What follows belongs to an exercise in optimizing a design on an open flow for small area, a short achievable clock period and few clock cycles; a production flow would make more cautious choices.
The RTL was checked by simulation tests, not by an equivalence proof against the original design.

Setup of v6:
==> module EC_TOP, before the edit <==
module EC_TOP(
    clk, rst_n, in_valid,
    in_Px, in_Py, in_Qx, in_Qy, in_prime, in_a,
    out_valid, out_Rx, out_Ry
);
input clk, rst_n, in_valid;
input [5:0] in_Px, in_Py, in_Qx, in_Qy, in_prime, in_a;
output reg out_valid;
output [5:0] out_Rx, out_Ry;
wire [5:0] p = in_prime;
wire dbl = (in_Px == in_Qx) && (in_Py == in_Qy);
wire [7:0] p3 = {p, 1'b0} + p;                               
wire [6:0] fc, fp;
wire       fge;
ec_sub7 u_fc(.a({2'b0, p[5:1]}), .b(in_Px), .ge(fge), .d(fc));
ec_sub7 u_fp(.a({1'b0, p}), .b(in_Px), .ge(), .d(fp));
wire [4:0] pf = fge ? in_Px[4:0] : fp[4:0];         
wire [5:0] sq3;
SQ_IP u_sqt(.IN_P(p), .IN_F(pf), .OUT_SQ(sq3));
wire [6:0] n3 = sq3 + in_a;                          
wire [5:0] numD, numA, num;
wire [6:0] n3d;
wire       n3ge;
ec_sub7 u_r1(.a(n3), .b(p), .ge(n3ge), .d(n3d));
assign numD = n3ge ? n3d[5:0] : n3[5:0];
ec_subm u_na(.a(in_Qy), .b(in_Py), .p(p), .r(numA));
assign num = dbl ? numD : numA;
wire [6:0] py2;
wire       py2ge;
wire [5:0] denD, denA, den;
ec_sub7 u_py2(.a({in_Py, 1'b0}), .b(p), .ge(py2ge), .d(py2));
assign denD = py2ge ? py2[5:0] : {in_Py[4:0], 1'b0};
ec_subm u_da(.a(in_Qx), .b(in_Px), .p(p), .r(denA));
assign den = dbl ? denD : denA;
wire [6:0] hc, pd;
wire       hge;
ec_sub7 u_hc(.a({2'b0, p[5:1]}), .b(den), .ge(hge), .d(hc));
wire       neg = ~hge;                       
ec_sub7 u_pd(.a({1'b0, p}), .b(den), .ge(), .d(pd));
wire [4:0] dh = neg ? pd[4:0] : den[4:0];    
wire [5:0] im;
INV_IP u_inv(.IN_P(p), .IN_X(dh), .OUT_INV(im));
wire [12:0] prod;
wire [5:0]  sm;
ec_muladd u_mu(.a(num), .b(im), .c(13'd0), .y(prod));
ec_mred4  u_r2(.n(prod), .p(p), .p3(p3), .r(sm));
wire [7:0] e3 = {1'b0, in_Px, 1'b0} + in_Qx;                 
wire [5:0] e;
ec_qstep #(0) u_e(.n({1'b0, e3}), .p(p), .p3(p3), .r(e));
wire [6:0] pq, c2;
wire [6:0] pmy;
ec_add #(7) u_pq(.a({1'b0, in_Px}), .b({1'b0, in_Qx}), .cin(1'b0), .s(pq), .co());
ec_add #(7) u_c2(.a({p, 1'b0}), .b(~pq), .cin(1'b1), .s(c2), .co());     
ec_sub7     u_pm(.a({1'b0, p}), .b(in_Py), .ge(), .d(pmy));              
reg [5:0]  s_r, e_r, d_r, p_r;
reg [6:0]  c_r;
reg       n_r;
always @(posedge clk) begin
    n_r  <= neg;
    s_r  <= sm;
    e_r  <= e;
    c_r  <= c2;
    d_r  <= pmy[5:0];
    p_r  <= in_prime;
end
always @(posedge clk or negedge rst_n)
    if (!rst_n) out_valid <= 1'b0;
    else        out_valid <= in_valid;
wire [12:0] ys;
wire [5:0]  t;
wire [7:0] p3_r = {p_r, 1'b0} + p_r;                         
wire [6:0] sc, sp;
wire       sge;
ec_sub7 u_sc(.a({2'b0, p_r[5:1]}), .b(s_r), .ge(sge), .d(sc));
ec_sub7 u_sp(.a({1'b0, p_r}), .b(s_r), .ge(), .d(sp));
wire [4:0] sf = sge ? s_r[4:0] : sp[4:0];
wire [5:0] w;
SQ1_IP u_sq1(.IN_P(p_r), .IN_F(sf), .OUT_SQ(w));
wire [7:0] wc = w + c_r;                                      
ec_qstep #(0) u_x0(.n({1'b0, wc}), .p(p_r), .p3(p3_r), .r(out_Rx));
ec_subn   u_t (.a(e_r), .b(w), .p(p_r), .neg(n_r), .r(t));   
wire [7:0] s3_r = {s_r, 1'b0} + s_r;                         
wire [7:0] ym;
ec_muladd4 u_ys(.a(s_r), .a3(s3_r), .b(t), .c({1'b0, d_r, 6'd0}), .y(ys));
ec_redc4  u_ry(.n(ys), .p(p_r), .p3(p3_r), .r(ym));          
ec_qstep #(0) u_y0(.n({1'b0, ym}), .p(p_r), .p3(p3_r), .r(out_Ry));
endmodule
==> module ec_qstep, before the edit <==
module ec_qstep #(parameter K = 4) (
    input  [K+8:0] n,
    input  [5:0]   p,
    input  [7:0]   p3,
    output [K+5:0] r
);
wire [7:0] w = n[K +: 8];
wire [8:0] d1 = {1'b0, w} - {3'b0, p};
wire [8:0] d2 = {1'b0, w} - {2'b0, p, 1'b0};
wire [8:0] d3 = {1'b0, w} - {1'b0, p3};
wire [5:0] q  = !d3[8] ? d3[5:0] : !d2[8] ? d2[5:0] : !d1[8] ? d1[5:0] : w[5:0];
generate
    if (K > 0) begin : g_lo
        assign r = {q, n[K-1:0]};
    end else begin : g_lo0
        assign r = q;
    end
endgenerate
endmodule
export LEC_CHECK = 0
export ABC_AREA = 1
export CAP_MARGIN = 20
export CORE_MARGIN = 2
export CORE_UTILIZATION = 30
export PLACE_DENSITY = 0.5
export SLEW_MARGIN = 20
create_clock -name core_clock -period 80.0 [get_ports {clk}]
standard.sh (not shown) runs the stock make flow with config.mk's settings and CLKGATE_MAP_FILE= SYNTH_SCRIPT=/design/flow/synth_recipe.tcl, a recipe that flattens the netlist after the stock synthesis.
==> flow/flow/run.sh <==
#!/bin/bash
# The standard layout (the standard.sh), with these changes:
# - synthesis maps Yosys's carry-lookahead cells ($lcu) to ripple carry
#   (flow/ripple_lcu.v) instead of ORFS's Kogge-Stone map, which makes the
#   many small adders of this design about a fifth smaller;
# - every port is still buffered, with the smallest buffer cell;
# - the clock tree uses mid-sized clock buffers and no dummy loads (there are
#   only a few dozen flip-flops);
# - timing repair aims for MARGIN ns of setup slack, a few ns above what the
#   layout reaches without it, so that the resizer speeds up the slowest
#   paths (the clock period and constraints are unchanged).
set -euo pipefail
MARGIN=48
export SYNTH_OPERATIONS_ARGS="-extra-map $PWD/flow/ripple_lcu.v"
export BUFFER_PORTS_ARGS="-buffer_cell sky130_fd_sc_hd__buf_1"
export CTS_ARGS="-sink_clustering_enable -repair_clock_nets -dont_use_dummy_load -root_buf sky130_fd_sc_hd__clkbuf_8 -buf_list sky130_fd_sc_hd__clkbuf_8"
bash standard.sh SETUP_SLACK_MARGIN=$MARGIN finish > standard.log 2>&1
==> flow/flow/ripple_lcu.v <==
(* techmap_celltype = "$lcu" *)
module _80_lcu_ripple (P, G, CI, CO);
	parameter WIDTH = 2;

	(* force_downto *)
	input [WIDTH-1:0] P, G;
	input CI;

	(* force_downto *)
	output [WIDTH-1:0] CO;

	integer i;
	(* force_downto *)
	reg [WIDTH-1:0] c;

	wire [1023:0] _TECHMAP_DO_ = "proc; opt -fast";

	always @* begin
		c[0] = G[0] | (P[0] & CI);
		for (i = 1; i < WIDTH; i = i + 1)
			c[i] = G[i] | (P[i] & c[i - 1]);
	end

	assign CO = c;
endmodule
Testbench counts of v6, summed over its fixed seeds: cycles 1,600.
Input-level comparison between v7 and v6:
diff --git a/flow/design.v b/flow/design.v
--- a/flow/design.v
+++ b/flow/design.v
@@ -858,5 +858,5 @@
 wire [7:0] e3 = {1'b0, in_Px, 1'b0} + in_Qx;                 
 wire [5:0] e;
-ec_qstep #(0) u_e(.n({1'b0, e3}), .p(p), .p3(p3), .r(e));
+ec_red3 u_e(.n(e3), .p(p), .r(e));
 wire [6:0] pq, c2;
 wire [6:0] pmy;
@@ -889,5 +889,5 @@
 SQ1_IP u_sq1(.IN_P(p_r), .IN_F(sf), .OUT_SQ(w));
 wire [7:0] wc = w + c_r;                                      
-ec_qstep #(0) u_x0(.n({1'b0, wc}), .p(p_r), .p3(p3_r), .r(out_Rx));
+ec_red3 u_x0(.n(wc), .p(p_r), .r(out_Rx));
 ec_subn   u_t (.a(e_r), .b(w), .p(p_r), .neg(n_r), .r(t));   
 wire [7:0] s3_r = {s_r, 1'b0} + s_r;                         
@@ -895,5 +895,5 @@
 ec_muladd4 u_ys(.a(s_r), .a3(s3_r), .b(t), .c({1'b0, d_r, 6'd0}), .y(ys));
 ec_redc4  u_ry(.n(ys), .p(p_r), .p3(p3_r), .r(ym));          
-ec_qstep #(0) u_y0(.n({1'b0, ym}), .p(p_r), .p3(p3_r), .r(out_Ry));
+ec_red3 u_y0(.n(ym), .p(p_r), .r(out_Ry));
 endmodule
 module ec_add #(parameter W = 8) (
@@ -913,22 +913,12 @@
 ec_add #(7) u(.a(a), .b({1'b1, ~b}), .cin(1'b1), .s(d), .co(ge));
 endmodule
-module ec_qstep #(parameter K = 4) (
-    input  [K+8:0] n,
-    input  [5:0]   p,
-    input  [7:0]   p3,
-    output [K+5:0] r
+module ec_red3 (
+    input  [7:0] n,
+    input  [5:0] p,
+    output [5:0] r
 );
-wire [7:0] w = n[K +: 8];
-wire [8:0] d1 = {1'b0, w} - {3'b0, p};
-wire [8:0] d2 = {1'b0, w} - {2'b0, p, 1'b0};
-wire [8:0] d3 = {1'b0, w} - {1'b0, p3};
-wire [5:0] q  = !d3[8] ? d3[5:0] : !d2[8] ? d2[5:0] : !d1[8] ? d1[5:0] : w[5:0];
-generate
-    if (K > 0) begin : g_lo
-        assign r = {q, n[K-1:0]};
-    end else begin : g_lo0
-        assign r = q;
-    end
-endgenerate
+wire [8:0] d1 = {1'b0, n} - {3'b0, p};
+wire [8:0] d2 = {1'b0, n} - {2'b0, p, 1'b0};
+assign r = !d2[8] ? d2[5:0] : !d1[8] ? d1[5:0] : n[5:0];
 endmodule
 module ec_redc4 (
Results
Going from v6 to v7, post-synthesis to final-layout area growth down 0.38 points, fraction of standard cell area in multi-input logic went down 0.37 points, share of the core filled with cells in the final layout closely matched the old numbers, final cell count without fillers decreased 101, via count now sits lower. Comparing v7 against v6, there is no change at all in maximum number of buffers from clock root to sink.
Testbench counts of v7, summed over its fixed seeds: cycles 1,600.

==> separate check: timing with driven ports <==
Ports are ideal in the flow. The routed layouts listed here were re-timed in OpenROAD. Step 1 assumes that a clkbuf_16 drives the clock port and a buf_2 every other input. Step 2 times the ports against the registers' clock, not the clock port: input delays grow and output delays shrink by t, the midpoint of the rising clock arrivals with the driver on. a / b / c = ideal ports / drivers / drivers and shift; a / b = the first two.
run | shift t [ns] | slack for setup (ns) | worst setup path after step 2
v6 | 0.318 | 48.570 / 48.558 / 48.240 | input to register
v7 | 0.349 | 48.544 / 48.567 / 48.218 | input to register
After both steps every run listed still meets setup and hold. For v6, which loses most, drivers alone change the setup slack by -0.012 ns; drivers and shift together by -0.330 ns.
